Background: an optimization exercise with open tools, aiming at small area, a short achievable clock period and few clock cycles. Do not read the settings as production practice. In this exercise RTL edits were held to simulation tests only and were not proved equivalent to the original. Power figures rest on the tool's default switching activity, not on a simulated workload.

Design processor_16b, start of the top module:
module processor_16b(
input clk, rst,
input [15:0] din,
output [15:0] dataout, address,
output [7:0] status,
output mem_wr
    );
    reg        exe;             
    reg        dv;              
    reg        mv;              
    reg [15:0] pc;              
    reg [15:0] ir;
    reg [15:0] opa, opb;        
    reg        fN, fZ, fC;
    reg [16:0] acc;             
    reg [3:0]  cnt;             
    reg        d_ua;            
    reg        d_ub;            
    reg        d_wr;            
    reg        d_cal;           
    reg        d_ill;           
    function legal_f;
        input [15:0] w;
        legal_f = (w[15:12] == 4'b0100) && (w[11:7] <= 5'd17);
    endfunction
    wire [2:0] wa = ir[8:6];
    wire [4:0] k  = ir[11:7];
    wire legal = legal_f(ir);
    wire op_add = legal && k == 5'd0;
    wire op_sub = legal && k == 5'd1;
    wire op_mul = legal && k == 5'd2;
    wire op_div = legal && k == 5'd4;
    wire op_inc = legal && k == 5'd5;
    wire op_dec = legal && k == 5'd6;
    wire op_and = legal && k == 5'd7;
    wire op_or  = legal && k == 5'd8;
    wire op_xor = legal && k == 5'd9;
    wire op_not = legal && k == 5'd10;
    wire op_ld  = legal && k == 5'd11;
    wire op_st  = legal && k == 5'd12;
    wire op_cal = legal && k == 5'd16;
  ...
clock: 50.0 ns
lec_check: 0
cap_margin: 20
core_margin: 2
core_utilization: 65
cts_buf_list: sky130_fd_sc_hd__clkbuf_16
cts_cluster_diameter: 100
cts_cluster_size: 30
place_density: 0.8
slew_margin: 20
standard.sh (not shown) runs the stock make flow with config.mk's settings and CLKGATE_MAP_FILE= SYNTH_SCRIPT=/design/flow/synth_recipe.tcl, a recipe that flattens the netlist after the stock synthesis.
==> flow/flow/run.sh <==
#!/bin/bash
# The standard layout, with two changes in how it is made:
#  - repair_timing is asked to leave a setup margin, so that the paths that
#    set the achieved period (bus outputs, din inputs, ALU) are sized and
#    buffered for a short period rather than only for the 50 ns clock;
#  - every port still gets its buffer, but a plain buf_2 is asked for rather
#    than the delay cells the port buffering otherwise picks.
# The SDC, clock period, synthesis and every other step are the standard ones.
set -euo pipefail
bash standard.sh SETUP_SLACK_MARGIN=38 "BUFFER_PORTS_ARGS=-buffer_cell sky130_fd_sc_hd__buf_2" finish > standard.log 2>&1
Testbench counts at the start, summed over its fixed seeds: cycles 29,935.
Edit:
Settings changed: CORE_UTILIZATION 65 to 55, CTS_CLUSTER_DIAMETER 100 to 80, CTS_CLUSTER_SIZE 30 to 25, PLACE_DENSITY 0.8 to 0.7.
After rerunning: The new run finished clean. Cell area goes up by 1.7%. Sequential power barely changes. Register-to-register slack improved by 0.07 ns. Synthesized cell count is unchanged.


Another version of the RTL of processor_16b (not shown whole).
For scale: about 59 I/O pins.
Settings: LEC_CHECK=0, CAP_MARGIN=20, CORE_MARGIN=2, CORE_UTILIZATION=40, SLEW_MARGIN=20; clock period 50.0 ns.
==> flow/flow/run.sh <==
#!/bin/bash
# The standard layout, unchanged except that repair_timing is asked to
# leave a setup margin, so that the paths that set the achieved period (bus
# outputs, din inputs, ALU) are sized and buffered for a short period rather
# than only for the 50 ns clock. The SDC, clock period and every other step
# are the standard ones.
set -euo pipefail
bash standard.sh SETUP_SLACK_MARGIN=38.5 finish > standard.log 2>&1
Testbench counts at the start, summed over its fixed seeds: cycles 29,935.
Then changed:
--- a/flow/flow/run.sh
+++ b/flow/flow/run.sh
@@ -6,3 +6,3 @@
 # are the standard ones.
 set -euo pipefail
-bash standard.sh SETUP_SLACK_MARGIN=38.5 finish > standard.log 2>&1
+bash standard.sh SETUP_SLACK_MARGIN=38 finish > standard.log 2>&1
=>
- The new run finished clean
- critical path depth does not change
- worst hold slack barely changes
- total power is lower by a few percent


processor_16b with an RTL version that a note above also has.
Size in the first run: about 1700 cells after synthesis, ~210 flip-flops, ~59 I/O pins, roughly 17000 µm² of cells after synthesis.
==> flow/config.mk <==
export PLATFORM = sky130hd
export DESIGN_NAME = processor_16b
export DESIGN_NICKNAME = processor_16b
export VERILOG_FILES = /design/flow/design.v
export SDC_FILE = /design/flow/constraint.sdc
export NUM_CORES = 4
export LEC_CHECK = 0
export CAP_MARGIN = 20
export CORE_MARGIN = 2
export CORE_UTILIZATION = 55
export CTS_BUF_LIST = sky130_fd_sc_hd__clkbuf_16
export CTS_CLUSTER_DIAMETER = 80
export CTS_CLUSTER_SIZE = 25
export PLACE_DENSITY = 0.7
export SLEW_MARGIN = 20
==> flow/constraint.sdc <==
create_clock -name core_clock -period 50.0 [get_ports {clk}]
set_input_delay 10.0000 -clock core_clock [delete_from_list [all_inputs] [get_ports {clk}]]
set_output_delay 10.0000 -clock core_clock [all_outputs]
set_load 0.01 [all_outputs]
==> flow/flow/run.sh <==
#!/bin/bash
# The standard layout, with two changes in how it is made:
#  - repair_timing is asked to leave a setup margin, so that the paths that
#    set the achieved period (bus outputs, din inputs, ALU) are sized and
#    buffered for a short period rather than only for the 50 ns clock;
#  - every port still gets its buffer, but a plain buf_2 is asked for rather
#    than the delay cells the port buffering otherwise picks.
# The SDC, clock period, synthesis and every other step are the standard ones.
set -euo pipefail
bash standard.sh SETUP_SLACK_MARGIN=37.8 "BUFFER_PORTS_ARGS=-buffer_cell sky130_fd_sc_hd__buf_2" finish > standard.log 2>&1
Testbench counts at the start, summed over its fixed seeds: cycles 29,935.
Rerun with:
--- a/flow/flow/run.sh
+++ b/flow/flow/run.sh
@@ -9,2 +9,2 @@
 set -euo pipefail
-bash standard.sh SETUP_SLACK_MARGIN=37.8 "BUFFER_PORTS_ARGS=-buffer_cell sky130_fd_sc_hd__buf_2" finish > standard.log 2>&1
+bash standard.sh SETUP_SLACK_MARGIN=38.4 "BUFFER_PORTS_ARGS=-buffer_cell sky130_fd_sc_hd__buf_2" finish > standard.log 2>&1
CORE_UTILIZATION = 65   (was 55)
CTS_CLUSTER_DIAMETER = 100   (was 80)
CTS_CLUSTER_SIZE = 30   (was 25)
PLACE_DENSITY = 0.8   (was 0.7)
After rerunning:
- combinational power is higher by about 2%
- synthesized area does not change
- wire length is lower by about 2.3%
- cell area is higher by 1.3%
- worst setup slack gets better by 0.57 ns
Rerun with:
--- a/flow/flow/run.sh
+++ b/flow/flow/run.sh
@@ -9,2 +9,2 @@
 set -euo pipefail
-bash standard.sh SETUP_SLACK_MARGIN=38.4 "BUFFER_PORTS_ARGS=-buffer_cell sky130_fd_sc_hd__buf_2" finish > standard.log 2>&1
+bash standard.sh SETUP_SLACK_MARGIN=38.2 "BUFFER_PORTS_ARGS=-buffer_cell sky130_fd_sc_hd__buf_2" finish > standard.log 2>&1
- The changed run passed the timing, design-rule and antenna checks
- design area fell by 2.2%
- clock power fell by about 10%
- non-clock buffer count fell by 13
- critical path depth fell by 1
- area after synthesis stays the same
- hold slack is worse by 0.0071 ns
- power fell by 2.6%
- wire length rose by 0.67%

==> port drivers added, routing unchanged <==
Ports are ideal in the flow. The routed layouts listed here were re-timed in OpenROAD. Step 1: set_driving_cell puts a clkbuf_16 on clk and a buf_2 on each other input, an assumption about the parent block. Step 2 also shifts input and output timing later by t, the mid clock arrival at the registers, as if the neighbouring blocks saw the same clock. a / b / c = no drivers / after step 1 / after step 2; a / b = the first two.
run	shift t [ns]	setup slack, ns	worst hold slack (ns)	worst setup path at the end	latest minus earliest clock arrival (ns)
the first run of note 1	0.544	37.957 / 37.908 / 37.892	0.479 / 0.479 / 0.479	input to register	0.033 / 0.033
the second run of note 1	0.560	38.024 / 37.971 / 37.931	0.472 / 0.472 / 0.472	input to register	0.042 / 0.042
the first run of note 2	0.645	38.240 / 38.183 / 38.000	0.458 / 0.458 / 0.458	input to register	0.032 / 0.033
the second run of note 2	0.627	37.996 / 37.943 / 37.452	0.458 / 0.458 / 0.458	input to register	0.033 / 0.033
the first run of note 3	0.558	37.784 / 37.730 / 37.844	0.471 / 0.471 / 0.471	input to register	0.039 / 0.040
the second run of note 3	0.561	38.349 / 38.294 / 37.951	0.486 / 0.486 / 0.486	input to register	0.031 / 0.031
the third run of note 3	0.546	38.154 / 38.105 / 37.886	0.479 / 0.479 / 0.479	input to register	0.028 / 0.029
After both steps every run listed still meets setup and hold. For the second run of note 2, which loses most, drivers alone change the setup slack by -0.053 ns; drivers and shift together by -0.544 ns.
